Context: an optimization exercise on an open-source flow, tuned for small area. The choices shown serve that exercise and are no tape-out recipe. Only simulation tests tie the RTL to the original design; equivalence was not proved. Power is estimated from default activity; no workload was simulated.

Setup of job 3312:
// crossbar
module crossbar (
	input clk,
	input reset,
	input master_0_req,				 
	output master_0_ack,
	input master_0_cmd,				 
	output master_0_resp,
	input [31:0] master_0_addr,
	input [31:0] master_0_wdata,
	output [31:0] master_0_rdata,
	input master_1_req,				 
	output master_1_ack,
	input master_1_cmd,				 
	output master_1_resp,
	input [31:0] master_1_addr,
	input [31:0] master_1_wdata,
	output [31:0] master_1_rdata,
	input master_2_req,
	output master_2_ack,
	input master_2_cmd,
	output master_2_resp,
	input [31:0] master_2_addr,
	input [31:0] master_2_wdata,
	output [31:0] master_2_rdata,
	input master_3_req,
	output master_3_ack,
	input master_3_cmd,
	output master_3_resp,
	input [31:0] master_3_addr,
	input [31:0] master_3_wdata,
	output [31:0] master_3_rdata,
	output slave_0_req,
	input slave_0_ack,
	output slave_0_cmd,
	input slave_0_resp,
	input [31:0] slave_0_rdata,
	output [31:0] slave_0_wdata,
	output [31:0] slave_0_addr,
	output slave_1_req,
	input slave_1_ack,
	output slave_1_cmd,
	input slave_1_resp,
	input [31:0] slave_1_rdata,
	output [31:0] slave_1_wdata,
	output [31:0] slave_1_addr,
	output slave_2_req,
	input slave_2_ack,
	output slave_2_cmd,
	input slave_2_resp,
	input [31:0] slave_2_rdata,
	output [31:0] slave_2_wdata,
	output [31:0] slave_2_addr,
	output slave_3_req,
	input slave_3_ack,
	output slave_3_cmd,
	input slave_3_resp,
	input [31:0] slave_3_rdata,
	output [31:0] slave_3_wdata,
	output [31:0] slave_3_addr
	);
Size in the first run: ~660 cells after synthesis, ~800 I/O pins, ~3800 um2 of cells after synthesis.
Settings: LEC_CHECK=0, CAP_MARGIN=5, CORE_AREA=5 5 295 295, CTS_BUF_LIST=sky130_fd_sc_hd__clkbuf_4, DIE_AREA=0 0 300 300, SLEW_MARGIN=5, SYNTH_HIERARCHICAL=1; clock period 6.0 ns.
standard.sh (not shown) runs the stock make flow with config.mk's settings and CLKGATE_MAP_FILE= SYNTH_SCRIPT=/design/flow/synth_recipe.tcl, a recipe that flattens the netlist after the stock synthesis.
==> flow/flow/run.sh <==
#!/bin/bash
# Standard ORFS synthesis, then every combinational cell swapped to its lowest
# drive strength (the repair steps size up what needs it), then the standard
# ORFS layout with the smallest plain buffer on every port.
set -euo pipefail
RES=orfs/results/$FLOW_PLATFORM/crossbar/base
bash standard.sh synth > synth.log 2>&1
SYNTH_ODB=$RES/1_synth.odb openroad -no_init -exit flow/shrink.tcl > shrink.log 2>&1
bash standard.sh "BUFFER_PORTS_ARGS=-buffer_cell sky130_fd_sc_hd__buf_1" finish > standard.log 2>&1
==> flow/flow/shrink.tcl <==
# Swap every combinational cell of the synthesized netlist to the lowest drive
# strength of the same cell; the later repair steps size up what needs it.
# Flip-flops keep the cell type synthesis gave them.
read_db $::env(SYNTH_ODB)
set db [ord::get_db]
set block [ord::get_db_block]
set n 0
foreach inst [$block getInsts] {
  set m [[$inst getMaster] getName]
  if {![regexp {^(sky130_fd_sc_hd__[a-z0-9]+)_([0-9]+)$} $m -> base drive]} { continue }
  if {[regexp {__(df|ed|sd|dl|conb|tap|fill|decap|diode)} $base]} { continue }
  foreach d {1 0} {
    if {$d eq $drive} { break }
    set nm [$db findMaster ${base}_$d]
    if {$nm ne "NULL"} {
      $inst swapMaster $nm
      incr n
      break
    }
  }
}
puts "shrink: swapped $n cells"
write_db $::env(SYNTH_ODB)
For job 6500, these inputs were changed with respect to job 3312:
# job 3312
export LEC_CHECK = 0
export CAP_MARGIN = 5
export CORE_AREA = 5 5 295 295
export CTS_BUF_LIST = sky130_fd_sc_hd__clkbuf_4
export DIE_AREA = 0 0 300 300
export SLEW_MARGIN = 5
export SYNTH_HIERARCHICAL = 1
create_clock -name core_clock -period 6.0 [get_ports {clk}]
# job 6500
export LEC_CHECK = 0
export CAP_MARGIN = 20
export CORE_AREA = 5 5 295 295
export CTS_BUF_LIST = sky130_fd_sc_hd__clkbuf_2 sky130_fd_sc_hd__clkbuf_4 sky130_fd_sc_hd__clkbuf_8
export DIE_AREA = 0 0 300 300
export GPL_TIMING_DRIVEN = 0
export SLEW_MARGIN = 20
export SYNTH_HIERARCHICAL = 1
create_clock -name core_clock -period 6.0 [get_ports {clk}]
--- a/flow/flow/run.sh
+++ b/flow/flow/run.sh
@@ -8,2 +8,2 @@
 SYNTH_ODB=$RES/1_synth.odb openroad -no_init -exit flow/shrink.tcl > shrink.log 2>&1
-bash standard.sh "BUFFER_PORTS_ARGS=-buffer_cell sky130_fd_sc_hd__buf_1" finish > standard.log 2>&1
+bash standard.sh "BUFFER_PORTS_ARGS=-buffer_cell sky130_fd_sc_hd__buf_1" RECOVER_POWER=100 finish > standard.log 2>&1
- Job 6500 completed end to end; final checks failed (capacitance limit, slew limit).
- Compared with job 3312, job 6500 shows a higher fraction of the cycle the final worst path needs.
- On minimum clock period: between job 3312 and job 6500, it ends up higher for job 6500.
- For the maximum achievable frequency, job 6500 came in 0.035 GHz lower than job 3312 did.
- Status: number of ordinary and repair buffers in the finished layout parity (job 3312, job 6500)
- Summary — wire length, job 6500 relative to job 3312: lower, by about 4%.
- Switching power of the nets, job 6500 vs job 3312: down by a few percent
- Summary — DRC marker count from the first detailed-route iteration, job 6500 relative to job 3312: lower, by about 4.4%.
- The run showing the greater critical path depth is job 6500.
- Per the comparison of job 6500 with job 3312, combinational power neither gained nor lost much; cell area after layout went up 190 um2.
#### Input delta (job 3907 over job 6500)
# job 6500
export LEC_CHECK = 0
export CAP_MARGIN = 20
export CORE_AREA = 5 5 295 295
export CTS_BUF_LIST = sky130_fd_sc_hd__clkbuf_2 sky130_fd_sc_hd__clkbuf_4 sky130_fd_sc_hd__clkbuf_8
export DIE_AREA = 0 0 300 300
export GPL_TIMING_DRIVEN = 0
export SLEW_MARGIN = 20
export SYNTH_HIERARCHICAL = 1
create_clock -name core_clock -period 6.0 [get_ports {clk}]
# job 3907
export LEC_CHECK = 0
export CAP_MARGIN = 20
export CORE_AREA = 5 5 295 295
export CTS_BUF_LIST = sky130_fd_sc_hd__clkbuf_2 sky130_fd_sc_hd__clkbuf_4 sky130_fd_sc_hd__clkbuf_8
export DIE_AREA = 0 0 300 300
export PLACE_DENSITY = 0.85
export SLEW_MARGIN = 20
export SYNTH_HIERARCHICAL = 1
create_clock -name core_clock -period 6.0 [get_ports {clk}]
--- a/flow/flow/run.sh
+++ b/flow/flow/run.sh
@@ -8,2 +8,2 @@
 SYNTH_ODB=$RES/1_synth.odb openroad -no_init -exit flow/shrink.tcl > shrink.log 2>&1
-bash standard.sh "BUFFER_PORTS_ARGS=-buffer_cell sky130_fd_sc_hd__buf_1" RECOVER_POWER=100 finish > standard.log 2>&1
+bash standard.sh "BUFFER_PORTS_ARGS=-buffer_cell sky130_fd_sc_hd__buf_1" finish > standard.log 2>&1
--- outcome ---
In summary, job 3907 completed successfully, with a layout that passed the timing, design-rule and antenna checks.
Worst hold slack, job 6500 and job 3907: higher on job 3907
Diff job 6500 and job 3907: clock power lower in job 3907
Job 3907 vs job 6500, worst-path cell with the longest stage delay: sky130_fd_sc_hd__a21boi_2 vs sky130_fd_sc_hd__a21boi_0
Any difference in register fraction of the total cell area between job 3907 and job 6500 is small enough to ignore.
Edits applied to the flow inputs when going from job 3907 to job 1642:
# job 3907
export LEC_CHECK = 0
export CAP_MARGIN = 20
export CORE_AREA = 5 5 295 295
export CTS_BUF_LIST = sky130_fd_sc_hd__clkbuf_2 sky130_fd_sc_hd__clkbuf_4 sky130_fd_sc_hd__clkbuf_8
export DIE_AREA = 0 0 300 300
export PLACE_DENSITY = 0.85
export SLEW_MARGIN = 20
export SYNTH_HIERARCHICAL = 1
create_clock -name core_clock -period 6.0 [get_ports {clk}]
# job 1642
export LEC_CHECK = 0
export CAP_MARGIN = 20
export CORE_AREA = 5 5 295 295
export CTS_BUF_LIST = sky130_fd_sc_hd__clkbuf_4
export CTS_CLUSTER_SIZE = 20
export DIE_AREA = 0 0 300 300
export SLEW_MARGIN = 20
export SYNTH_HIERARCHICAL = 1
create_clock -name core_clock -period 6.0 [get_ports {clk}]
==> results.txt <==
Area: job 1642 vs job 3907 -> job 1642 smaller. Against job 3907, combinational-cell power consumption in job 1642 fell by a few percent. Job 1642 against job 3907: number of violations reported at the end of detailed-routing iteration 0 fell 329, post-route total power fell 3.1%, share of total power in combinational logic fell 0.2 points. Looking at minimum setup slack among reg-to-reg paths, job 1642 sits 20 ps below job 3907. Looking at synthesis-to-layout area growth across job 3907 and job 1642, the one that comes out lower is job 1642. Routed length per placed instance was lower in the run labelled job 1642. The placed wire-length estimate number comes out higher for job 3907 vs job 1642.

[static timing again, ports no longer ideal]
In the flow no input, the clock included, has a driving cell. The finished layouts below were timed again as built, in two steps.
Step 1 (the two cells are an assumption about what drives the block):
set clk [get_ports {clk}]
set_driving_cell -lib_cell sky130_fd_sc_hd__clkbuf_16 $clk
set_driving_cell -lib_cell sky130_fd_sc_hd__buf_2 [delete_from_list [all_inputs] $clk]
Step 2, shift: input delay + t, output delay - t, t = (earliest + latest rising clock arrival at the registers) / 2. This alone moves slack from input paths to output paths.
Slacks: ideal / step 1 / step 2; pairs: ideal / step 1.
| run | shift t [ns] | setup slack, ns | hold slack, ns | worst setup path after step 2 | pins driven straight from the clock port |
|---|---|---|---|---|---|
| job 3312 | 0.332 | 1.487 / 1.402 / 1.402 | 0.457 / 0.457 / 0.457 | input to output | 1 |
| job 6500 | 0.273 | 0.646 / 0.618 / 0.618 | 0.446 / 0.446 / 0.446 | input to output | 1 |
| job 3907 | 0.286 | 1.371 / 1.347 / 1.347 | 0.452 / 0.452 / 0.452 | input to output | 1 |
| job 1642 | 0.332 | 1.490 / 1.406 / 1.406 | 0.457 / 0.457 / 0.457 | input to output | 1 |
The setup slack of job 3312, which loses most, moves by -0.085 ns with the drivers and by -0.085 ns with both steps.
